Source: an optimization exercise on an open RTL-to-GDS flow (aim: small area). Production flows keep margins and buffers that such runs may drop. The RTL was checked by simulation tests, not by an equivalence proof against the original design.

==> inputs of v9 <==
Design wavelet_transform, start of the top module:
module wavelet_transform #(
    parameter BITS_PER_ELEM = 8,
    parameter TOTAL_FILTERS = 7,
    parameter SUM_TRUNCATION = 8
) (
    input wire clk,
    input wire rst,
    input wire signed [BITS_PER_ELEM - 1:0] i_value,
    input wire i_data_clk,
    input wire [7:0] i_select_output_channel,
    output wire [SUM_TRUNCATION - 1:0] o_multiplexed_wavelet_out,
    output wire o_active,
    output [8:0] io_oeb
);
  assign io_oeb = 9'b0;
  reg active;
  assign o_active = active;
  reg dprev, dprev2, ph0, ph1, ph2;
  reg [7:0] mux_out;
  assign o_multiplexed_wavelet_out = mux_out;
  wire capture = i_data_clk & ~dprev & ~dprev2;
  wire phany = ph0 | ph1 | ph2;
  reg [7:0] u0;
  reg [7:0] u1;
  reg [7:0] u2;
  reg [7:0] u3;
  reg [7:0] u4;
  reg [7:0] u5;
  reg [7:0] u6;
  reg [7:0] u7;
  reg [7:0] u8;
  reg [7:0] u9;
  reg [7:0] u10;
  reg [7:0] u11;
  reg [7:0] u12;
  reg [7:0] u13;
  reg [7:0] u14;
  reg [7:0] u15;
  reg [7:0] u16;
  reg [7:0] u17;
  reg [7:0] u18;
  reg [7:0] u19;
  reg [7:0] u20;
  reg [7:0] u21;
  reg [7:0] u22;
  reg [7:0] u23;
  reg [7:0] u24;
  reg [7:0] u25;
  reg [7:0] u26;
  reg [7:0] u27;
  reg [7:0] u28;
  reg [7:0] u29;
  reg [7:0] u30;
  reg [7:0] u31;
  reg [7:0] u32;
  reg [7:0] u33;
  reg [7:0] u34;
  reg [7:0] u35;
  reg [7:0] u36;
  reg [7:0] u37;
  reg [7:0] u38;
  reg [7:0] u39;
  reg [7:0] u40;
  reg [7:0] u41;
  reg [7:0] u42;
  reg [7:0] u43;
  reg [7:0] u44;
  reg [7:0] u45;
  reg [7:0] u46;
  reg [7:0] u47;
  reg [7:0] u48;
  reg [7:0] u49;
  ...
Settings: LEC_CHECK=0, CAP_MARGIN=20, CORE_MARGIN=2, CORE_UTILIZATION=60, SLEW_MARGIN=20; clock period 14.0 ns.
standard.sh (not shown) runs the stock make flow with config.mk's settings and CLKGATE_MAP_FILE= SYNTH_SCRIPT=/design/flow/synth_recipe.tcl, a recipe that flattens the netlist after the stock synthesis.
==> flow/flow/run.sh <==
#!/bin/bash
# Own flow: the standard synthesis, then fixinv3.py removes inverters
# that synthesis left around full-adder cells (a full adder is self-dual, so
# some fa cells are flipped to take and give complemented signals), then
# the standard layout from floorplan to finish on that netlist, with
# clock tree synthesis told to use smaller clock buffers and no dummy loads.
set -euo pipefail
R=orfs/results/${FLOW_PLATFORM}/wavelet_transform/base
bash standard.sh synth > synth.log 2>&1
cp "$R/1_2_yosys.v" 1_2_yosys.std.v
python3 flow/fixinv3.py 1_2_yosys.std.v "$R/1_2_yosys.v" > fixinv.log 2>&1
rm -f "$R/1_synth.odb" "$R/1_synth.sdc"
CTS="-sink_clustering_enable -repair_clock_nets -dont_use_dummy_load"
if [[ -f flow/cts_args ]]; then CTS="$CTS $(cat flow/cts_args)"; fi
bash standard.sh finish "CTS_ARGS=$CTS" > finish.log 2>&1
Other scripts of this flow, unchanged in this note and not shown: flow/flow/cts_args, flow/flow/fixinv3.py
==> v2 (differences from v9) <==
--- a/flow/flow/run.sh
+++ b/flow/flow/run.sh
@@ -1,5 +1,5 @@
 #!/bin/bash
-# Own flow: the standard synthesis, then fixinv3.py removes inverters
+# Own flow: the standard synthesis, then fixinv2.py removes inverters
 # that synthesis left around full-adder cells (a full adder is self-dual, so
 # some fa cells are flipped to take and give complemented signals), then
 # the standard layout from floorplan to finish on that netlist, with
==> comparison table <==
item                                                                      v9         v2
Outcome                                             timing/DRC/antenna clean  timing/DRC/antenna clean
N_diodes                                                                   4          4
Buffers, non-clock                                                       129        129
Arrival time reported for the critical path endpoint                13.20 ns   13.20 ns
Max Slew Vio Count                                                         0          0
Cells after synthesis                                                   3899       3899
Met3 capacity usage during global routing                              7.73%      7.73%
Sink count of the clock tree                                             770        770
Setup slack after layout                                             1.31 ns    1.31 ns
Total number of H-tree levels                                              2          2
Share of final layout cell area taken by non-clock buffers             2.10%      2.10%
Share of the final layout cell area in multi-input gates               61.1%      61.1%
Max-cap violations                                                         0          0
Count of final hold-check violations                                       0          0
Netlist area before placement                                      49100 µm²  49100 µm²
Final net count                                                         4879       4879
Timing startpoint of the critical path                                   ph2        ph2
Number of antenna violations at the first check in global routing          2          2

* * *

==> ember: inputs <==
wavelet_transform, a different RTL version from the one above (not shown whole).
==> flow/design.v (excerpt) <==
module wavelet_transform #(
    parameter BITS_PER_ELEM = 8,
    parameter TOTAL_FILTERS = 7,
    parameter SUM_TRUNCATION = 8
) (
    input wire clk,
    input wire rst,
    input wire signed [BITS_PER_ELEM - 1:0] i_value,
    input wire i_data_clk,
    input wire [7:0] i_select_output_channel,
    output wire [SUM_TRUNCATION - 1:0] o_multiplexed_wavelet_out,
    output wire o_active,
    output [8:0] io_oeb
);
Settings: LEC_CHECK=0, CAP_MARGIN=20, CORE_MARGIN=2, CORE_UTILIZATION=40, SLEW_MARGIN=20; clock period 14.0 ns.
==> flow/flow/run.sh <==
#!/bin/bash
# Own flow: the standard synthesis, then fixinv.py removes the inverters
# that synthesis left around full-adder cells (a full adder is self-dual, so
# some fa cells are flipped to take and give complemented signals), then
# the standard layout from floorplan to finish on that netlist, with
# clock tree synthesis told to use smaller clock buffers and no dummy loads.
set -euo pipefail
R=orfs/results/${FLOW_PLATFORM}/wavelet_transform/base
bash standard.sh synth > synth.log 2>&1
cp "$R/1_2_yosys.v" 1_2_yosys.std.v
python3 flow/fixinv.py 1_2_yosys.std.v "$R/1_2_yosys.v" > fixinv.log 2>&1
rm -f "$R/1_synth.odb" "$R/1_synth.sdc"
CTS="-sink_clustering_enable -repair_clock_nets -dont_use_dummy_load"
if [[ -f flow/cts_args ]]; then CTS="$CTS $(cat flow/cts_args)"; fi
bash standard.sh finish "CTS_ARGS=$CTS" > finish.log 2>&1
==> flow/flow/cts_args <==
-buf_list sky130_fd_sc_hd__clkbuf_8
Other scripts of this flow, unchanged in this note and not shown: flow/flow/fixinv.py
==> nickel: changes against ember <==
==> flow/flow/run.sh (replaced) <==
#!/bin/bash
# Own flow: the standard synthesis, then fixinv.py removes the inverters
# that synthesis left around full-adder cells (a full adder is self-dual, so
# some fa cells are flipped to take and give complemented signals), then
# the standard layout from floorplan to finish on that netlist.
set -euo pipefail
R=orfs/results/${FLOW_PLATFORM}/wavelet_transform/base
bash standard.sh synth > synth.log 2>&1
cp "$R/1_2_yosys.v" 1_2_yosys.std.v
python3 flow/fixinv.py 1_2_yosys.std.v "$R/1_2_yosys.v" > fixinv.log 2>&1
rm -f "$R/1_synth.odb" "$R/1_synth.sdc"
bash standard.sh finish > finish.log 2>&1
removed: flow/flow/cts_args
==> comparison <==
In nickel the global-route usage is lower than in ember, by 0.25 points. Against nickel, the sequential share of layout area of ember is higher by 0.47 points. Utilization: ember is lower than nickel (0.79 points). Between ember and nickel, the lower cell count is in ember (gap 0.26%, measured against nickel). Die area is the same in ember and nickel. In nickel the hold slack is better than in ember, by 0.011 ns. Flip-flop and latch count is the same in nickel and ember. Against nickel, the cell area of ember is smaller by 1.7%. Worst setup slack: nickel is better than ember (0.080 ns). Fmax: nickel is larger than ember (about 0.6%).

* * *

==> run a <==
RTL: one of the versions met above, not the one the previous note started from.
Settings: LEC_CHECK=0, CAP_MARGIN=20, CORE_MARGIN=2, CORE_UTILIZATION=40, SLEW_MARGIN=20; clock period 14.0 ns.
==> flow/flow/run.sh <==
#!/bin/bash
# Own flow: the standard synthesis, then fixinv.py removes the inverters
# that synthesis left around full-adder cells (a full adder is self-dual, so
# some fa cells are flipped to take and give complemented signals), then
# the standard layout from floorplan to finish on that netlist.
set -euo pipefail
R=orfs/results/${FLOW_PLATFORM}/wavelet_transform/base
bash standard.sh synth > synth.log 2>&1
cp "$R/1_2_yosys.v" 1_2_yosys.std.v
python3 flow/fixinv.py 1_2_yosys.std.v "$R/1_2_yosys.v" > fixinv.log 2>&1
rm -f "$R/1_synth.odb" "$R/1_synth.sdc"
bash standard.sh finish > finish.log 2>&1
Other scripts of this flow, unchanged in this note and not shown: flow/flow/fixinv.py
==> run b: changes against run a <==
--- a/flow/flow/run.sh
+++ b/flow/flow/run.sh
@@ -4,3 +4,4 @@
 # some fa cells are flipped to take and give complemented signals), then
-# the standard layout from floorplan to finish on that netlist.
+# the standard layout from floorplan to finish on that netlist, with
+# clock tree synthesis told to use smaller clock buffers and no dummy loads.
 set -euo pipefail
@@ -11,2 +12,4 @@
 rm -f "$R/1_synth.odb" "$R/1_synth.sdc"
-bash standard.sh finish > finish.log 2>&1
+CTS="-sink_clustering_enable -repair_clock_nets -dont_use_dummy_load"
+if [[ -f flow/cts_args ]]; then CTS="$CTS $(cat flow/cts_args)"; fi
+bash standard.sh finish "CTS_ARGS=$CTS" > finish.log 2>&1
==> flow/flow/cts_args (new file) <==
-buf_list sky130_fd_sc_hd__clkbuf_16 -sink_clustering_size 30 -sink_clustering_max_diameter 100
==> summary.txt <==
outcome complete, no violations; met3 usage 0.0590; worst-margin pin slew between 1 and 1.5 ns; via count of the first global-routing pass roughly 33000
That was run b.
==> summary.txt <==
cell count after placement about 5500; largest net degree at the start of global routing between 200 and 250; worst-margin pin slew roughly 1.3 ns; outcome complete, no violations; critical path launch point ph2$_SDFF_PP0_
That was run a.

* * *

==> 06-11 <==
wavelet_transform again, from the RTL that the note above started with.
==> flow/config.mk <==
export PLATFORM = sky130hd
export DESIGN_NAME = wavelet_transform
export DESIGN_NICKNAME = wavelet_transform
export VERILOG_FILES = /design/flow/design.v
export SDC_FILE = /design/flow/constraint.sdc
export NUM_CORES = 4
export LEC_CHECK = 0
export CAP_MARGIN = 20
export CORE_MARGIN = 2
export CORE_UTILIZATION = 40
export SLEW_MARGIN = 20
==> flow/constraint.sdc <==
create_clock -name core_clock -period 14.0 [get_ports {clk}]
set_input_delay 2.8000 -clock core_clock [delete_from_list [all_inputs] [get_ports {clk}]]
set_output_delay 2.8000 -clock core_clock [all_outputs]
set_load 0.01 [all_outputs]
==> flow/flow/run.sh <==
#!/bin/bash
# Own flow: the standard synthesis, then fixinv2.py removes inverters
# that synthesis left around full-adder cells (a full adder is self-dual, so
# some fa cells are flipped to take and give complemented signals), then
# the standard layout from floorplan to finish on that netlist, with
# clock tree synthesis told to use smaller clock buffers and no dummy loads.
set -euo pipefail
R=orfs/results/${FLOW_PLATFORM}/wavelet_transform/base
bash standard.sh synth > synth.log 2>&1
cp "$R/1_2_yosys.v" 1_2_yosys.std.v
python3 flow/fixinv2.py 1_2_yosys.std.v "$R/1_2_yosys.v" > fixinv.log 2>&1
rm -f "$R/1_synth.odb" "$R/1_synth.sdc"
CTS="-sink_clustering_enable -repair_clock_nets -dont_use_dummy_load"
if [[ -f flow/cts_args ]]; then CTS="$CTS $(cat flow/cts_args)"; fi
bash standard.sh finish "CTS_ARGS=$CTS" > finish.log 2>&1
==> flow/flow/cts_args <==
-buf_list sky130_fd_sc_hd__clkbuf_16 -sink_clustering_size 25 -sink_clustering_max_diameter 80
Other scripts of this flow, unchanged in this note and not shown: flow/flow/fixinv2.py
==> 03-07: changes against 06-11 <==
==> flow/flow/cts_args (replaced) <==
-buf_list sky130_fd_sc_hd__clkbuf_16 -sink_clustering_size 30 -sink_clustering_max_diameter 100
--- a/flow/config.mk
+++ b/flow/config.mk
@@ -8,4 +8,4 @@
 export CAP_MARGIN = 20
 export CORE_MARGIN = 2
-export CORE_UTILIZATION = 40
+export CORE_UTILIZATION = 60
 export SLEW_MARGIN = 20
==> 07-24: changes against 06-11 <==
==> flow/flow/cts_args (replaced) <==
-buf_list sky130_fd_sc_hd__clkbuf_16 -sink_clustering_size 30 -sink_clustering_max_diameter 60
--- a/flow/config.mk
+++ b/flow/config.mk
@@ -8,4 +8,4 @@
 export CAP_MARGIN = 20
 export CORE_MARGIN = 2
-export CORE_UTILIZATION = 40
+export CORE_UTILIZATION = 60
 export SLEW_MARGIN = 20
==> flow_summary.yaml <==
floorplan:
  core_um2: 80800
  tap_cells: 1060
placement:
  pre_cts_slack_ns: 1.52
  placed_cell_area_um2: 50600
cts:
  clkLatencyLatePin_ns: 0.70
  path_clk_slew_ns: 0.10
status:
  run_status: "timing/DRC/antenna clean"
layout:
  area_growth_pct: 5.88
  nFillCells: 6118
grt:
  track_usage: 0.390
sta:
  period_needed_ns: 12.57
  max_freq_mhz: 79.6
(the above is from 07-24)
==> flow_summary.yaml <==
critical_path:
  r2r_cells: 31
  cp_common_cell: "fa_1"
layout:
  buffer_area_frac: 0.0211
  area_growth_pct: 4.81
sta:
  max_freq_mhz: 79.3
  fin_setup_tns_ns: 0
  tightest_slew_ns: 1.36
cts:
  clkLatencyLatePin_ns: 0.64
  path_clk_slew_ns: 0.12
status:
  run_status: "timing/DRC/antenna clean"
placement:
  pre_cts_slack_ns: 1.52
floorplan:
  core_um2: 80800
  tap_cells: 1060
grt:
  track_usage: 0.388
synthesis:
  yosys_warnings: 1
(the above is from 03-07)
==> flow_summary.yaml <==
layout:
  nFillCells: 11239
  clock_tree_area_fraction: 0.0242
  area_growth_pct: 7.23
drt:
  highest_layer: "met4"
status:
  run_status: "timing/DRC/antenna clean"
grt:
  track_usage: 0.263
  antenna_found_initial: 0
critical_path:
  worstSetupPathType: "flip-flop to flip-flop"
  crit_family: "adder cells"
floorplan:
  core_um2: 122000
  die-width_um: 355
  tap_cells: 1625
  start_util: 0.403
cts:
  clkLatencyLatePin_ns: 0.70
  path_clk_slew_ns: 0.10
sta:
  max_freq_mhz: 80.0
  period_needed_ns: 12.50
placement:
  pre_cts_slack_ns: 1.56
(the above is from 06-11)

* * *

==> job 9349 <==
Another version of the RTL of wavelet_transform (not shown whole).
export LEC_CHECK = 0
export CAP_MARGIN = 20
export CORE_MARGIN = 2
export CORE_UTILIZATION = 60
export SLEW_MARGIN = 20
create_clock -name core_clock -period 14.0 [get_ports {clk}]
==> flow/flow/run.sh <==
#!/bin/bash
# Own flow: the standard synthesis; then fixinv3.py removes the inverters
# synthesis left between cells, mostly around full adders (a full adder is
# self-dual, so some fa cells are flipped to take and give complemented
# signals; some gates are swapped for their inverted-output twins); then
# the standard layout from floorplan to finish on that netlist, with clock
# tree synthesis given the buffer list and sink clustering in flow/cts_args
# and no dummy loads.  Each step's output goes to its own log here.
set -euo pipefail
R=orfs/results/${FLOW_PLATFORM}/wavelet_transform/base
bash standard.sh synth > synth.log 2>&1
cp "$R/1_2_yosys.v" 1_2_yosys.std.v
python3 flow/fixinv3.py 1_2_yosys.std.v "$R/1_2_yosys.v" > fixinv.log 2>&1
rm -f "$R/1_synth.odb" "$R/1_synth.sdc"
CTS="-sink_clustering_enable -repair_clock_nets -dont_use_dummy_load"
if [[ -f flow/cts_args ]]; then CTS="$CTS $(cat flow/cts_args)"; fi
bash standard.sh finish "CTS_ARGS=$CTS" > finish.log 2>&1
==> flow/flow/cts_args <==
-buf_list sky130_fd_sc_hd__clkbuf_8 -sink_clustering_size 15 -sink_clustering_max_diameter 80
Other scripts of this flow, unchanged in this note and not shown: flow/flow/fixinv3.py
==> inputs of job 9932, as changes to job 9349 <==
==> flow/flow/cts_args (replaced) <==
-buf_list sky130_fd_sc_hd__clkbuf_16 -sink_clustering_size 25 -sink_clustering_max_diameter 100
GPL_TIMING_DRIVEN = 0   (was default)
==> inputs of job 5173, as changes to job 9349 <==
==> flow/flow/cts_args (replaced) <==
-buf_list sky130_fd_sc_hd__clkbuf_16 -sink_clustering_size 25 -sink_clustering_max_diameter 100
==> summary of the runs <==
- Global-route usage: job 9349 is lower than job 9932 (5.3 points).
- In count of clock-buffer cells in the layout, job 9932 and job 5173 do not differ.
- Die area is the same in job 9349 and job 5173.
- Sequential share of layout area: job 9932 is lower than job 5173 (0.72 points).
- Area after synthesis is the same in job 9349 and job 9932.

[re-timing with driven ports]
In the flow no input, the clock included, has a driving cell. The finished layouts below were timed again as built, in two steps. Step 1 (the two cells are an assumption about what drives the block):
set clk [get_ports {clk}]
set_driving_cell -lib_cell sky130_fd_sc_hd__clkbuf_16 $clk
set_driving_cell -lib_cell sky130_fd_sc_hd__buf_2 [delete_from_list [all_inputs] $clk]
Step 2 moves the port delays by t, midway between the first and last clock arrival at a register: inputs arrive t later, outputs are due t later. That takes back most of the time a late clock gives input paths. Slacks: ideal ports / drivers / drivers and shift; pairs: ideal ports / drivers.
run	t (ns)	setup WS [ns]	hold WS [ns]	latest minus earliest clock arrival (ns)	pins driven straight from the clock port
v9	0.672	1.313 / 1.313 / 1.313	0.455 / 0.455 / 0.455	0.092 / 0.093	1
v2	0.672	1.313 / 1.313 / 1.313	0.455 / 0.455 / 0.455	0.092 / 0.093	1
ember	0.891	0.141 / 0.141 / 0.141	0.444 / 0.444 / 0.444	0.135 / 0.134	1
nickel	0.767	0.222 / 0.222 / 0.222	0.454 / 0.454 / 0.454	0.048 / 0.048	1
run a	0.773	1.390 / 1.390 / 1.390	0.462 / 0.462 / 0.462	0.066 / 0.066	1
run b	0.692	1.401 / 1.401 / 1.401	0.426 / 0.426 / 0.426	0.093 / 0.092	1
06-11	0.702	1.502 / 1.502 / 1.502	0.424 / 0.424 / 0.424	0.149 / 0.150	1
03-07	0.673	1.390 / 1.390 / 1.390	0.456 / 0.456 / 0.456	0.079 / 0.078	1
07-24	0.714	1.433 / 1.433 / 1.433	0.424 / 0.424 / 0.424	0.118 / 0.117	1
job 9349	0.733	0.627 / 0.627 / 0.627	0.443 / 0.443 / 0.443	0.128 / 0.128	1
job 9932	0.677	0.258 / 0.258 / 0.258	0.428 / 0.428 / 0.428	0.123 / 0.123	1
job 5173	0.667	0.512 / 0.512 / 0.512	0.462 / 0.462 / 0.462	0.113 / 0.114	1
After both steps setup and hold are still met in every run listed.
